Context: an optimization exercise on an open-source flow, tuned for small area, a short achievable clock period and few clock cycles per item. The choices shown serve that exercise and are no tape-out recipe.
No run shown here included a check of the RTL's function; only the layout flow was run.
Power is estimated from default activity; no workload was simulated.

`design/flow/design.v`:
```
`timescale 1ns / 1ps
module MedianFilter(
    input reset,
    input enable,
    input CLK,
    input Nxt_block_sig,
    input [7:0]height,
    input [7:0]width,
    input [8:0]data,
    output [8:0]data_out,
    output [15:0]index,
    output [7:0]addr_x0,
    output [7:0]addr_y0,
    output [7:0]gdata,
    output Gvector_sig,
    output reg swmv
    );
localparam IDLE = 2'd0, PEND = 2'd1, NUL = 2'd2, PRES = 2'd3;
localparam MA = 3'd0, MB = 3'd1, MC = 3'd2, MP = 3'd3, MX = 3'd4;
localparam SU = 4'd0, SUL = 4'd1, SUR = 4'd2, SD = 4'd3, SDL = 4'd4,
           SDR = 4'd5, SXR = 4'd6, SPF1 = 4'd7, SPF2 = 4'd8, SFIN = 4'd9;
reg [1:0]  st;
reg        Gv;
reg [2:0]  md;
reg [1:0]  pc;          
reg [3:0]  nsq;         
reg [7:0]  ox, oy;      
reg        xf, xl, yf, yl;    
reg [15:0] na;          
reg [15:0] ix;
reg [7:0]  gd;
reg [8:0]  dreg;
reg        dv;          
reg        t1, td;      
reg        f1;          
reg        needx;       
reg [7:0]  s0, s1, s2, s3;
reg [3:0]  m;
reg [7:0]  wr, wm1, hm1;    
assign index       = ix;
assign addr_x0     = ox;
assign addr_y0     = oy;
assign gdata       = gd;
assign data_out    = {1'b0, gd};
assign Gvector_sig = Gv;
function [8:0] add8;
  input [7:0] a, b;
  input       c;
  reg [7:0] g, p, gg, pp, g2, p2;
  reg [8:0] cc;
  integer i;
  begin
    g = a & b; p = a ^ b;
    gg = g; pp = p;
    for (i = 1; i < 8; i = i + 1) begin g2[i] = gg[i] | (pp[i] & gg[i-1]); p2[i] = pp[i] & pp[i-1]; end
    g2[0] = gg[0]; p2[0] = pp[0]; gg = g2; pp = p2;
    for (i = 2; i < 8; i = i + 1) begin g2[i] = gg[i] | (pp[i] & gg[i-2]); p2[i] = pp[i] & pp[i-2]; end
    gg = g2; pp = p2;
    for (i = 4; i < 8; i = i + 1) begin g2[i] = gg[i] | (pp[i] & gg[i-4]); p2[i] = pp[i] & pp[i-4]; end
    gg = g2; pp = p2;
    cc[0] = c;
    for (i = 0; i < 8; i = i + 1) cc[i+1] = gg[i] | (pp[i] & c);
    add8 = {cc[8], p ^ cc[7:0]};
  end
endfunction
function [7:0] inc8;
  input [7:0] a;
  integer i;
  reg [7:0] c;
  begin
    c[0] = 1'b1;
    for (i = 1; i < 8; i = i + 1) c[i] = &(a | ~((8'd1 << i) - 8'd1));
    inc8 = a ^ c;
  end
endfunction
function [7:0] dec8;
  input [7:0] a;
  integer i;
  reg [7:0] c;
  begin
    c[0] = 1'b1;
    for (i = 1; i < 8; i = i + 1) c[i] = ~|(a & ((8'd1 << i) - 8'd1));
    dec8 = a ^ c;
  end
endfunction
wire [7:0] oxi = inc8(ox);
wire [7:0] oyi = inc8(oy);
wire xl_a = xl ? (wm1 == 8'd0) : (ox == wm1);
wire yf_a = xl ? 1'b0 : yf;
wire yl_a = xl ? (oy == hm1) : yl;
wire pres = (st == PRES);
wire isnul = (st == NUL);
wire hxf = pres ? xl   : xf;
wire hxl = pres ? xl_a : xl;
wire hyf = pres ? yf_a : yf;
wire hyl = pres ? yl_a : yl;
wire hnx = pres & (md == MC);
function [3:0] next_slot;
  input [3:0] s;
  input fxf, fxl, fyf, fyl, fnx;
  reg [6:0] v;
  begin
    v[0] = ~fyf;
    v[1] = ~fyf & ~fxf;
    v[2] = ~fyf & ~fxl;
    v[3] = ~fyl;
    v[4] = ~fyl & ~fxf;
    v[5] = ~fyl & ~fxl;
    v[6] = fnx & ~fxl;
    if      (s == SPF1) next_slot = SPF2;
    else if (s == SPF2) next_slot = SFIN;
    else if (s < SUL && v[1]) next_slot = SUL;
    else if (s < SUR && v[2]) next_slot = SUR;
    else if (s < SD  && v[3]) next_slot = SD;
    else if (s < SDL && v[4]) next_slot = SDL;
    else if (s < SDR && v[5]) next_slot = SDR;
    else if (s < SXR && v[6]) next_slot = SXR;
    else next_slot = SPF1;
  end
endfunction
wire [3:0] nsq_e = next_slot(SU, hxf, hxl, hyf, hyl, hnx);
wire [3:0] nsq_n = next_slot(nsq, xf, xl, yf, yl, needx);
wire [7:0] nhi  = na[15:8];
wire [7:0] nhii = inc8(nhi);
wire [7:0] nhid = dec8(nhi);
reg bf_neg, bf_w, bf_wm, bf_one, bf_cin;
wire [7:0] blo  = bf_w ? ((bf_wm ? wm1 : wr) ^ {8{bf_neg}}) : {7'd0, bf_one};
wire       bneg = bf_neg;
wire       cin  = bf_cin;
wire [8:0]  mlo  = add8(na[7:0], blo, cin);
wire [7:0]  mhi  = bneg ? (mlo[8] ? nhi : nhid) : (mlo[8] ? nhii : nhi);
wire [15:0] amain = {mhi, mlo[7:0]};
reg [1:0] sk;
always @(*) begin
  if (st == PEND) sk = (pc == 2'd0) ? 2'd1 : (pc == 2'd1) ? 2'd2 : 2'd3;
  else if (md == MA) sk = 2'd3;
  else if (md == MX) sk = 2'd0;
  else sk = 2'd2;
end
wire [8:0]  slo = add8(na[7:0], {6'd0, sk}, 1'b0);
wire [15:0] astr = {slo[8] ? nhii : nhi, slo[7:0]};
wire [7:0]  ilo = inc8(na[7:0]);
wire [15:0] nai = {(&na[7:0]) ? nhii : nhi, ilo};
wire usemain = isnul | (dreg[8] & ((st == PEND && pc == 2'd2) | (pres && md != MB && md != MX)));
wire [15:0] anext = usemain ? amain : astr;
reg  [3:0] zh;    
always @(*)
  case ({hyf, hyl})
    2'b11:   zh = 4'd6 + {3'd0, hxf} + {3'd0, hxl};
    2'b10,
    2'b01:   zh = 4'd3 + {2'd0, hxf, 1'b0} + {2'd0, hxl, 1'b0} - {3'd0, hxf & hxl};
    default: zh = {2'd0, hxf, hxf} + {2'd0, hxl, hxl} - {3'd0, hxf & hxl};
  endcase
wire [7:0] iv  = dreg[7:0];
wire       ivp = dv & ~dreg[8];
wire lt0 = ivp & (iv < s0);
wire lt1 = ivp & (iv < s1);
wire lt2 = ivp & (iv < s2);
wire lt3 = ivp & (iv < s3);
wire [7:0] n0 = lt0 ? iv : s0;
wire [7:0] n1 = lt1 ? (lt0 ? s0 : iv) : s1;
wire [7:0] n2 = lt2 ? (lt1 ? s1 : iv) : s2;
wire [7:0] n3 = lt3 ? (lt2 ? s2 : iv) : s3;
wire [3:0] nm = m + {3'd0, ivp};
wire [3:0] mm1 = m - 4'd1;
wire [1:0] jj  = ivp ? m[2:1] : mm1[2:1];
wire       mz  = ~ivp & (m == 4'd0);
reg  [7:0] med;
always @(*) begin
  if (mz) med = 8'd0;
  else
    case (jj)
      2'd0: med = n0;
      2'd1: med = n1;
      2'd2: med = n2;
      default: med = n3;
    endcase
end
function [4:0] slot_op;
  input [3:0] s;
  case (s)
    SU:   slot_op = 5'b11001;    
    SUL:  slot_op = 5'b11000;    
    SUR:  slot_op = 5'b11101;    
    SD:   slot_op = 5'b01000;    
    SDL:  slot_op = 5'b01100;    
    SDR:  slot_op = 5'b01001;    
    SPF2: slot_op = 5'b00011;    
    SFIN: slot_op = 5'b00000;    
    default: slot_op = 5'b00001;  
  endcase
endfunction
wire fin  = isnul && (nsq == SFIN);
wire last = xl & yl;
wire ent_p = (st == PEND) && (pc == 2'd2) && dreg[8];
wire ent_r = pres && !last && md != MB && md != MX && dreg[8];
always @(posedge CLK or posedge reset) begin
  if (reset) begin
    st <= IDLE; Gv <= 1'b0; swmv <= 1'b0;
  end else begin
    case (st)
      IDLE: begin
        Gv <= 1'b0; swmv <= 1'b0;
        if (enable) st <= PEND;
      end
      PEND:
        if (pc == 2'd2) begin
          if (!dreg[8]) begin st <= PRES; Gv <= 1'b1; end
          else st <= NUL;
        end
      NUL:
        if (fin) begin st <= PRES; Gv <= 1'b1; swmv <= 1'b1; end
      PRES: begin
        swmv <= 1'b0;
        if (Nxt_block_sig) begin
          if (last) begin st <= IDLE; Gv <= 1'b0; end
          else if (md == MB || md == MX) begin st <= PEND; Gv <= 1'b0; end
          else if (dreg[8]) begin st <= NUL; Gv <= 1'b0; end
        end
      end
    endcase
  end
end
wire ent  = ent_p | (ent_r & Nxt_block_sig);
wire [3:0] nsq_x = ent ? nsq_e : nsq_n;
wire [4:0] bf_x  = (ent | (isnul & ~fin)) ? slot_op(nsq_x) : 5'b11001;
always @(posedge CLK) begin
  {bf_neg, bf_w, bf_wm, bf_one, bf_cin} <= bf_x;
  if (f1) begin
    dreg <= {1'b0, gd};
    dv   <= ~xf;
  end else if (ent_p || (ent_r && Nxt_block_sig)) begin
    dreg <= data;
    dv   <= ~hxl & ~hnx;
  end else begin
    dreg <= data;
    dv   <= td;
  end
  td   <= t1;
  t1   <= 1'b0;
  f1   <= 1'b0;
  if (isnul) begin
    s0 <= n0; s1 <= n1; s2 <= n2; s3 <= n3; m <= nm;
  end else begin
    s0 <= (zh > 4'd0) ? 8'h00 : 8'hFF;
    s1 <= (zh > 4'd1) ? 8'h00 : 8'hFF;
    s2 <= (zh > 4'd2) ? 8'h00 : 8'hFF;
    s3 <= (zh > 4'd3) ? 8'h00 : 8'hFF;
    m  <= zh;
  end
  case (st)
    IDLE: begin
      ox <= 8'd1; oy <= 8'd1; na <= 16'd0;
      xf <= 1'b1; yf <= 1'b1;
      xl <= (width == 8'd1); yl <= (height == 8'd1);
      wr <= width; wm1 <= width - 8'd1; hm1 <= height - 8'd1;
      if (enable && !reset) begin
        pc <= 2'd1; ix <= 16'd1;
      end else
        ix <= 16'd0;
    end
    PEND: begin
      ix <= anext;
      case (pc)
        2'd0: pc <= 2'd1;
        2'd1: pc <= 2'd2;
        default:
          if (!dreg[8]) begin
            md <= MA; gd <= dreg[7:0];
            na <= nai;
          end else begin
            needx <= 1'b0; f1 <= 1'b1;
            nsq <= nsq_e;
            t1 <= ~hyf;
          end
      endcase
    end
    NUL: begin
      ix <= anext;
      nsq <= nsq_n;
      t1 <= (nsq < SPF1);
      if (fin) begin
        md <= MP; gd <= med; na <= nai;
      end
    end
    PRES: begin
      if (Nxt_block_sig) begin
        if (last) begin
          ix <= 16'd0;
        end else begin
          ox <= xl ? 8'd1 : oxi;
          if (xl) oy <= oyi;
          xf <= xl; xl <= xl_a; yf <= yf_a; yl <= yl_a;
          ix <= anext;
          case (md)
            MB: pc <= 2'd2;
            MX: pc <= 2'd0;
            default:    
              if (!dreg[8]) begin
                gd <= dreg[7:0]; na <= nai;
                md <= (md == MA) ? MA : (md == MC) ? MB : MC;
              end else begin
                f1 <= 1'b1;
                needx <= hnx;
                nsq <= nsq_e;
                t1 <= ~hyf;
              end
          endcase
        end
      end else begin
        md <= MX; ix <= na;
      end
    end
  endcase
end
endmodule
```
`design/flow/flow/run.sh`:
```
#!/bin/bash
set -euo pipefail
bash standard.sh "BUFFER_PORTS_ARGS=-buffer_cell sky130_fd_sc_hd__buf_4" SETUP_SLACK_MARGIN=7 finish > standard_flow.log 2>&1
```
`design/flow/standard.sh`:
```
#!/bin/bash
# synth_recipe.tcl (not shown) runs the flow's synth.tcl, then flattens the netlist and writes it again
# the make line also repeats each setting of config.mk as NAME=value (left out here)
make -C /OpenROAD-flow-scripts/flow DESIGN_CONFIG=/design/flow/config.mk WORK_HOME=/design/flow/orfs CLKGATE_MAP_FILE= SYNTH_SCRIPT=/design/flow/synth_recipe.tcl "${@:-finish}"
```
`design/flow/config.mk`:
```
export PLATFORM = sky130hd
export DESIGN_NAME = MedianFilter
export DESIGN_NICKNAME = MedianFilter
export VERILOG_FILES = /design/flow/design.v
export SDC_FILE = /design/flow/constraint.sdc
export NUM_CORES = 4
export LEC_CHECK = 0
export CAP_MARGIN = 20
export CORE_MARGIN = 2
export CORE_UTILIZATION = 40
export PLACE_DENSITY = 0.6
export SLEW_MARGIN = 20
```
`design/flow/constraint.sdc`:
```
create_clock -name core_clock -period 11.0 [get_ports {CLK}]
set_input_delay 2.2000 -clock core_clock [delete_from_list [all_inputs] [get_ports {CLK}]]
set_output_delay 2.2000 -clock core_clock [all_outputs]
set_load 0.01 [all_outputs]
```
==> results of run 1 <==
-- cell families after synthesis --
kind of cell,count (synthesis),share of synthesized area [%]
other cells,1,0.0376
buf+inv,149,6.35
compound gates,299,19.7
fa+ha+maj,74,9.43
flops,152,38.5
simple gates,327,15.8
mux,41,4.29
xor+xnor,66,5.80
-- report_power, final --
part	internal [mW]	switching, mW
combinational	0.938	1.31
clock	0.382	0.249
sequential	0.951	0.300
total	2.27	1.86
-- timing repair --
item / CTS / global route
setup endpoints to repair: 32 / 20
cloned: 0 / 0
resized for setup: 4 / 4
-- final timing paths --
check                            from     to  slack [ns]  depth (start not counted)
worst max-delay path            st[0]  s2[2]        7.29                         13
worst min-delay path               t1     td        0.33                          0
worst max register to register  st[0]  s2[2]        7.29                         13
worst min register to register     t1     td        0.33                          0
max in group asynchronous       reset   swmv        9.15                          2
min in group asynchronous       reset  st[1]        1.69                          2
-- metrics by stage --
step | power, mW | area, sq um | worst slack (ns) | hold slack [ns] | util, %
2_1_floorplan | 2.82 | 9970 | 7.34 | 0.310 | -
3_3_place_gp | 3.45 | 10800 | 6.65 | 0.313 | 44.2
3_5_place_dp | 3.49 | 10800 | 6.46 | 0.316 | 44.2
4_1_cts | 4.14 | 11400 | 7.08 | 0.339 | 46.8
5_1_grt | 4.49 | 11400 | 7.01 | 0.343 | 46.9
6_report | 4.13 | 11400 | 7.29 | 0.335 | 46.9
-- synth_stat cells, drive strengths merged (11+ instances only) --
cell type / n
a211oi: 11
a21o: 32
a21oi: 88
and2: 17
buf: 27
clkbuf: 32
dfxtp: 70
edfxtp: 78
ha: 72
inv: 88
mux2: 11
mux2i: 30
nand2: 72
nand3: 20
nand4: 13
nor2: 113
nor3: 23
o21ai: 66
o221ai: 13
or3: 11
xnor2: 43
xor2: 23
-- registers in the layout, indices dropped and copies added, names as in the netlist, 2 cells and up --
name / flops
ix: 16
na: 16
dreg: 9
gd: 8
hm1: 8
ox: 8
oy: 8
s0: 8
s1: 8
s2: 8
s3: 8
wm1: 8
wr: 8
m: 4
nsq: 4
md: 3
pc: 2
st: 2
-- final cells by class --
cell class	count	area, sq um
Multi-Input combinational cell	808	5540
Fill cell	2407	13000
Inverter	90	343
Clock inverter	14	199
Clock buffer	18	429
Sequential cell	152	3840
Tap cell	324	405
Timing Repair Buffer	90	676
-- layout by cell type, fill, tap and decap left out, types with 6 or more instances in the layout --
cell	count
sky130_fd_sc_hd__a211oi_1	10
sky130_fd_sc_hd__a21o_1	32
sky130_fd_sc_hd__a21oi_1	87
sky130_fd_sc_hd__a22oi_1	7
sky130_fd_sc_hd__a31oi_1	6
sky130_fd_sc_hd__and2_1	15
sky130_fd_sc_hd__and3_1	7
sky130_fd_sc_hd__buf_4	90
sky130_fd_sc_hd__clkbuf_16	17
sky130_fd_sc_hd__dfxtp_1	69
sky130_fd_sc_hd__edfxtp_1	78
sky130_fd_sc_hd__ha_1	70
sky130_fd_sc_hd__inv_1	87
sky130_fd_sc_hd__mux2_2	11
sky130_fd_sc_hd__mux2i_1	29
sky130_fd_sc_hd__nand2_1	71
sky130_fd_sc_hd__nand2b_1	6
sky130_fd_sc_hd__nand3_1	20
sky130_fd_sc_hd__nand4_1	13
sky130_fd_sc_hd__nor2_1	111
sky130_fd_sc_hd__nor2b_1	10
sky130_fd_sc_hd__nor3_1	21
sky130_fd_sc_hd__nor4_1	9
sky130_fd_sc_hd__o211ai_1	9
sky130_fd_sc_hd__o21a_1	6
sky130_fd_sc_hd__o21ai_0	64
sky130_fd_sc_hd__o221a_2	6
sky130_fd_sc_hd__o221ai_1	12
sky130_fd_sc_hd__o22ai_1	10
sky130_fd_sc_hd__or2_2	8
sky130_fd_sc_hd__or3_1	11
sky130_fd_sc_hd__xnor2_1	43
sky130_fd_sc_hd__xor2_1	23
-- per-layer routing --
metal / wire [um] / track usage, % / vias to the layer above
met4: 476 / 6.11 / 0
met2: 11900 / 32.0 / 264
met3: 1370 / 3.96 / 34
met1: 12000 / 26.8 / 3900
li1: - / - / 4074
met5: 0 / 0 / -
-- worst reg2reg max path, cell delays in order (launching register included) --
cell and delay [ns]:
sky130_fd_sc_hd__dfrtp_1 0.43, sky130_fd_sc_hd__ha_4 0.34, sky130_fd_sc_hd__inv_2 0.15, sky130_fd_sc_hd__nor2_2 0.25
sky130_fd_sc_hd__inv_1 0.18, sky130_fd_sc_hd__o41ai_4 0.46, sky130_fd_sc_hd__a21o_1 0.25, sky130_fd_sc_hd__ha_1 0.30
sky130_fd_sc_hd__inv_1 0.08, sky130_fd_sc_hd__a311oi_1 0.08, sky130_fd_sc_hd__nor3_1 0.32, sky130_fd_sc_hd__and2_2 0.34
sky130_fd_sc_hd__o21a_2 0.34, sky130_fd_sc_hd__a21o_1 0.13
==> flow_results.org, run 1 <==
** GRT
- The via count of the first global-routing pass was 7911.
- All-Layer GR Usage :: 19.8%
- The first global-routing pass estimated 41300 um of wire.
- Overflow left after global routing :: 0
- The number of antenna violations at the first check in global routing was 0.
- Entering global routing, the biggest net connects 48 pins.

** STA
- Measured against its own limit, the worst slew margin works out to 28.8%.
- The final critical path takes up 33.8% of the cycle.
- Final min period :: 3.71 ns
- RSZ-0062 raised after global routing :: false
- Clock skew after layout :: 0.00952 ns
- Maximum clock frequency :: 0.269 GHz
- Slew Limit Fails :: 0
- Tightest Pin Transition :: 1.04 ns
- Count of endpoints failing hold in the final timing report :: 0
- Setup TNS :: 0 ns
- Number of setup violations in the final report :: 0

** Setup path
- Traced cell by cell, the critical path runs through ha_4 -> inv_2 -> nor2_2 -> inv_1 -> o41ai_4 -> a21o_1 -> ha_1 -> inv_1 -> a311oi_1 -> nor3_1 -> and2_2 -> o21a_2 -> a21o_1.
- Start-to-end type of the worst setup path :: reg -> reg
- CP Data Required Time :: 11.37 ns
- Data on the critical path arrives at its endpoint at 4.09 ns.
- The largest single stage delay on the critical path is 0.46 ns.
- Cell type of the slowest stage on the worst timing path :: sky130_fd_sc_hd__o41ai_4
- The worst setup path is captured at a flip-flop.
- Peak fanout along the critical path :: 26
- In this design, the largest share of critical-path delay is due to compound AO/OA/AOI/OAI gates.
- Counting both buffers and inverters, the worst setup path holds a total of 3.
- STA classifies the critical path startpoint as a flip-flop.

** Clocking
- Setup bufs post-CTS :: 0
- H-tree depth reported by CTS :: 4
- Counting every sink on the clock net gives 152.
- Clock latency on the worst-skew pair, taken at its later pin, is 0.43 ns.
- After clock tree synthesis, the clock-pin slew on the worst setup and hold paths is 0.07 ns.
- TritonCTS built the clock tree.
- Number of buffers added by the clock tree synthesis step :: 17
- Number of buffers added to fix hold violations after cts :: 0
- The clock passes through at most 2 buffers.
- CTS root buf :: sky130_fd_sc_hd__clkbuf_16

** Floorplanning
- The initialized floorplan defines 57 standard-cell rows.
- Overall die area :: 26200 sq um
- Effective utilization at floorplan :: 40.9%
- The floorplan step set the die height to 162 um.
- Pin placement for this block handled 80 I/O pins.
- Die width :: 162 um
- After floorplanning, the core was sized to cover 24400 sq um.

** Pwr
- Power spread over the standard cell area amounts to 361 nW/um^2.
- Summed over all cells, the static leakage comes to 4.70 nW.
- Largest voltage drop on the vdd net :: 0.148 mV

** Routing
- Overall via count from detail_route :: 8272
- Number of iterations in the first detailed-routing pass :: 5
- Number of remaining DRC errors :: 0
- Mean routed wirelength per cell :: 17.2 um
- In this run the remaining antenna-violating nets after routing total 0.
- Sum of routed wire length over all layers :: 25700 um
- Violation count after the first detailed-route iteration :: 655
- Using the TritonRoute via totals, the vias-per-cell ratio works out to 5.53.

** Synth
- After synthesis, the netlist uses 82 different library cells.
- The share of the Yosys chip area taken by registers is 38.5%.
- Nets in the synthesized netlist :: 1212
- Fraction of post-synthesis cell area in the top cell type by area :: 23.5%
- Number of register bits inferred by synthesis :: 152
- Prevailing post-synth register cell :: sky130_fd_sc_hd__edfxtp_1
- Counting flops with a built-in enable in the synthesized netlist gives 78.
- Of all flip-flops after synthesis, the portion carrying an async set or reset was 2.63%.
- For this run, the number of Yosys warnings is 1.
- Synth top area cells :: sky130_fd_sc_hd__edfxtp_1, sky130_fd_sc_hd__dfxtp_1, sky130_fd_sc_hd__ha_1
- Mean area per synthesized cell :: 8.99 sq um
- Largest area contributor in the netlist :: sky130_fd_sc_hd__edfxtp_1
- Post-synthesis instance total :: 1109
- Summed instance area of the synthesized netlist :: 9970 sq um

** Cells and area
- Non-Filler Instances :: 1496
- Cells with a size suffix above 1 make up 14.4% of the layout.
- Antenna diodes :: 0
- Synthesis-to-finish area growth :: 14.7%
- The final layout contains 1262 nets.

** Placement
- PortBufs :: 78
- Counting tap cells, the placed design contains a total of 1464 instances.
- HPWL Detailed :: 18600 um
- The congestion estimate from routability-driven global placement came to 0.841.

** Status
- The run finished with no timing, DRC or antenna violations.

** Worst hold path
- The min-delay analysis places its worst path in the category reg -> reg.

** Job
- MaxCap Viol Count :: 0
==> run 2, diff against run 1 <==
==> design/flow/flow/run.sh (replaced) <==
#!/bin/bash
set -euo pipefail
bash standard.sh "BUFFER_PORTS_ARGS=-buffer_cell sky130_fd_sc_hd__buf_4" SETUP_SLACK_MARGIN=0 finish > standard_flow.log 2>&1
==> run 2 against run 1 <==
Still clean; cell area down 0.27%; register-to-register slack worse by 0.84 ns; hold slack better by 0.0014 ns; power fell by 0.29%; maximum frequency down 18%; combinational power hardly changed; sequential share of layout area rose by 0.081 points; sequential power barely moved; die area is the same; utilization down 0.13 points; non-clock buffer count unchanged; critical path type unchanged; highest routed layer unchanged.
==> flow_results.org, run 2 <==
** Clocking
- The tree built by TritonCTS fans out to 152 sinks.
- Bufs on Longest Clock Path :: 2
- After clock tree synthesis, the repair step resized 0 gates.
- CTS tree :: built
- In this run the clock root is driven by a sky130_fd_sc_hd__clkbuf_16.
- The clock tree synthesis step divided the H-tree into 4 levels.
- Number of buffers added to fix hold violations after cts :: 0
- Clock transition at the register clock pins on the worst setup and hold paths after CTS :: 0.07 ns
- Number of buffers added by the clock tree synthesis step :: 17
- After clock tree synthesis, the setup repair step added 0 buffers.
- The later pin in the worst-skew pair is clocked with a latency of 0.43 ns.

** Synth
- The number of nets in the synthesized netlist is 1212.
- Summing every instance area after synthesis gives 9970 sq um.
- Mean area per synthesized cell :: 8.99 sq um
- Largest area contributor in the netlist :: sky130_fd_sc_hd__edfxtp_1
- Synthesis produced a netlist whose cell count is 1109.
- Number of warnings reported in the yosys synthesis log :: 1
- Synth cell count leaders :: sky130_fd_sc_hd__nor2_1, sky130_fd_sc_hd__a21oi_1, sky130_fd_sc_hd__inv_1, sky130_fd_sc_hd__edfxtp_1
- For this run, the leading register cell type out of synthesis is sky130_fd_sc_hd__edfxtp_1.
- Cell with the most instances after synthesis :: sky130_fd_sc_hd__nor2_1
- The synthesized design contains 78 enable-type register cells.
- By area the synthesized netlist is led by sky130_fd_sc_hd__edfxtp_1, sky130_fd_sc_hd__dfxtp_1, sky130_fd_sc_hd__ha_1.
- Async SR Flop Fraction :: 2.63%
- Sequential elements use 38.5% of the synthesized area.
- After synthesis the netlist holds a flip-flop and latch count of 152.
- Synth cell types :: 82
- Fraction of post-synthesis cell area in the top cell type by area :: 23.5%

** Setup path
- Worst flop-to-flop path startpoint :: st[0]
- STA classifies the critical path startpoint as a flip-flop.
- Data on the critical path is required at its endpoint by 11.37 ns.
- In this run the register-to-register setup slack is 6.45 ns.
- Crit end category :: flip-flop
- Peak fanout along the critical path :: 26
- Capturing point of the worst reg2reg path :: s2[2]
- For the worst flop-to-flop path, the logic depth is 13.
- STA puts the critical path data arrival time at 4.93 ns.
- Start-to-end type of the worst setup path :: reg -> reg

** GRT
- Overflow left after global routing :: 0
- The number of antenna violations at the first check in global routing came to 0.
- Global routing used 19.8% of the available tracks.
- The via count of the first global-routing pass came to 7916.
- Global-route wire length before repair :: 41300 um
- Pin count of the biggest net entering global routing :: 48

** STA
- The final max-slew violation count came to 0.
- The clock arrives with 0.0130 ns of skew.
- Once routing completed, OpenROAD measured the worst setup slack at 6.45 ns.
- Setup TNS :: 0 ns
- In the finished design, the share of the clock period the worst path needs comes to 41.4%.
- Number of setup violations in the final report :: 0
- For the pin with the worst max-slew slack, the measured transition is 1.09 ns.
- Measured against its own limit, the worst slew margin works out to 25.5%.
- Timing would allow up to 0.220 GHz.
- RSZ-0062 raised after global routing :: false
- The clock period could shrink to 4.55 ns.
- The hold violation count in the final report was 0.

** Routing
- In this run, the number of DRC markers left after iteration 0 of detailed routing was 628.
- After detailed routing, the number of remaining DRC violations is 0.
- Mean routed wirelength per cell :: 17.2 um
- The first detailed-routing pass ran for 5 iterations.
- The count of nets left with antenna violations once routing finished came out at 0.
- The routed design has 25800 um of wire.
- In the routed layout, each cell is associated on average with a via count of 5.53.
- Detailed routing inserted a total of 8268 vias.

** Cells and area
- Relative to the synthesized area, the layout overhead comes to 14.3%.
- Commonest cells after routing, fill and taps aside :: sky130_fd_sc_hd__nor2_1, sky130_fd_sc_hd__buf_4, sky130_fd_sc_hd__inv_1, sky130_fd_sc_hd__a21oi_1, sky130_fd_sc_hd__edfxtp_1
- At the end of the flow, the number of nets in the layout was 1262.
- Fraction of final layout cells sized beyond drive strength 1 :: 13.9%
- The library cell used most frequently in the layout, excluding fill and tap cells, is sky130_fd_sc_hd__nor2_1.
- The repair_antennas step left the layout with diodes totalling 0.
- Area occupied by multi-input gates :: 5510 sq um
- Registers take 3840 sq um.
- Largest regs :: ix: 16 flops, na: 16 flops, dreg: 9 flops
- Fill cells in the final layout number 2408.

** Floorplanning
- Die width :: 162 um
- The die covers 26200 sq um.
- In this run the vertical extent of the chip is 162 um.
- Effective utilization at floorplan :: 40.9%
- I/O pin cnt :: 80
- In this run the core area contains 57 standard-cell rows.
- The total area inside the core boundary comes to 24400 sq um.

** Pwr
- Largest voltage drop on the vdd net :: 0.146 mV
- Dividing total power by cell area gives a power density of 361 nW/um^2.
- Overall Power :: 4.12 mW
- In this run the static leakage power is 4.68 nW.

** Job
- MaxCap Viol Count :: 0

** Worst hold path
- Min-delay src :: t1
- Hold Crit Depth :: 0
- Terminating pin of the worst hold path :: td
- Path class of the lowest-slack min-delay path :: reg -> reg

** Placement
- OpenSTA, run right after detailed placement, puts the worst setup slack at 6.46 ns.
- Port buffering added 78 buffers.
- Routability-driven placement finished with a final weighted congestion of 0.841.
- The wire-length estimate of the detail-placed layout is 18600 um.

** Status
- The run finished with no timing, DRC or antenna violations.
[run 2: cell families (layout without fill, tap and decap cells)]
kind of cell | count (synthesis) | after routing | synth area share [%]
simple gates | 327 | 327 | 15.8
flops | 152 | 152 | 38.5
other cells | 1 | 1 | 0.0376
mux | 41 | 41 | 4.29
buf+inv | 149 | 212 | 6.35
fa+ha+maj | 74 | 74 | 9.43
xor+xnor | 66 | 66 | 5.80
compound gates | 299 | 299 | 19.7
[run 2: report_power, final]
| part | switching (mW) | internal [mW] |
|---|---|---|
| Sequential | 0.298 | 0.951 |
| Combinational | 1.31 | 0.930 |
| Clock | 0.250 | 0.382 |
[run 2: how the worst max path moves through the flow]
stage                        startpoint  slack [ns]  endpoint  cells after the start
final                             st[0]        6.45     s2[2]                     13
after detailed placement          st[0]        6.46     s2[2]                     13
after floorplan           Nxt_block_sig        7.34     oy[0]                      3
after global placement            st[0]        6.65     s2[2]                     13
after CTS                         st[0]        6.45     s2[2]                     13
after global routing              st[0]        6.09     s2[2]                     13
[run 2: critical path, cell delays in order, from the launching register on]
cell and delay [ns]:
sky130_fd_sc_hd__dfrtp_1 0.38, sky130_fd_sc_hd__ha_1 0.76, sky130_fd_sc_hd__inv_2 0.21, sky130_fd_sc_hd__nor2_2 0.28, sky130_fd_sc_hd__inv_1 0.17, sky130_fd_sc_hd__o41ai_2 0.55
sky130_fd_sc_hd__a21o_1 0.26, sky130_fd_sc_hd__ha_1 0.30, sky130_fd_sc_hd__inv_1 0.08, sky130_fd_sc_hd__a311oi_1 0.08, sky130_fd_sc_hd__nor3_1 0.35, sky130_fd_sc_hd__and2_1 0.45
sky130_fd_sc_hd__o21a_1 0.47, sky130_fd_sc_hd__a21o_1 0.14
[run 2: final cells by class]
class | instances | share of cell area (%)
multi-input cells | 808 | 48.3
well taps | 324 | 3.55
repair buffers | 90 | 5.92
flip-flops and latches | 152 | 33.7
inverters | 90 | 3.01
clock inverters | 14 | 1.74
clock buffers | 18 | 3.76
[run 2: per-layer routing]
layer	vias to the layer above	global-route usage [%]	share of wire [%]	wire (um)
li1	4077	-	-	-
met1	3884	26.7	46	11900
met2	269	32.1	46	11900
met3	38	3.96	5.8	1480
met4	0	6.11	2.0	523
met5	-	0	0	0
[run 2: metrics by stage]
step	hold slack, ns	instance area (sq um)	util (%)	instances
3_5_place_dp	0.316	10800	44.2	1464
2_1_floorplan	0.310	9970	-	1109
5_1_grt	0.343	11400	46.8	1496
4_1_cts	0.339	11400	46.8	1496
6_report	0.336	11400	46.8	1496
3_3_place_gp	0.313	10800	44.2	1464

==> what the ideal ports hide <==
In the flow no input, the clock included, has a driving cell. The finished layouts below were timed again as built, in two steps.
Step 1 assumes that a clkbuf_16 drives the clock port and a buf_2 every other input.
Step 2 moves the port delays by t, midway between the first and last clock arrival at a register: inputs arrive t later, outputs are due t later. That takes back most of the time a late clock gives input paths.
a / b / c = ideal / step 1 / step 2; a / b = the first two.
run	t (ns)	slack for setup (ns)	worst setup path after step 2	clock arrival spread, ns	cell pins on the clock port's net
run 1	0.468	7.286 / 7.286 / 7.064	input to register	0.012 / 0.012	1
run 2	0.471	6.449 / 6.449 / 6.449	register to register	0.015 / 0.015	1
After both steps setup and hold are still met in every run listed. The setup slack of run 1, which loses most, moves by 0.000 ns with the drivers and by -0.222 ns with both steps.
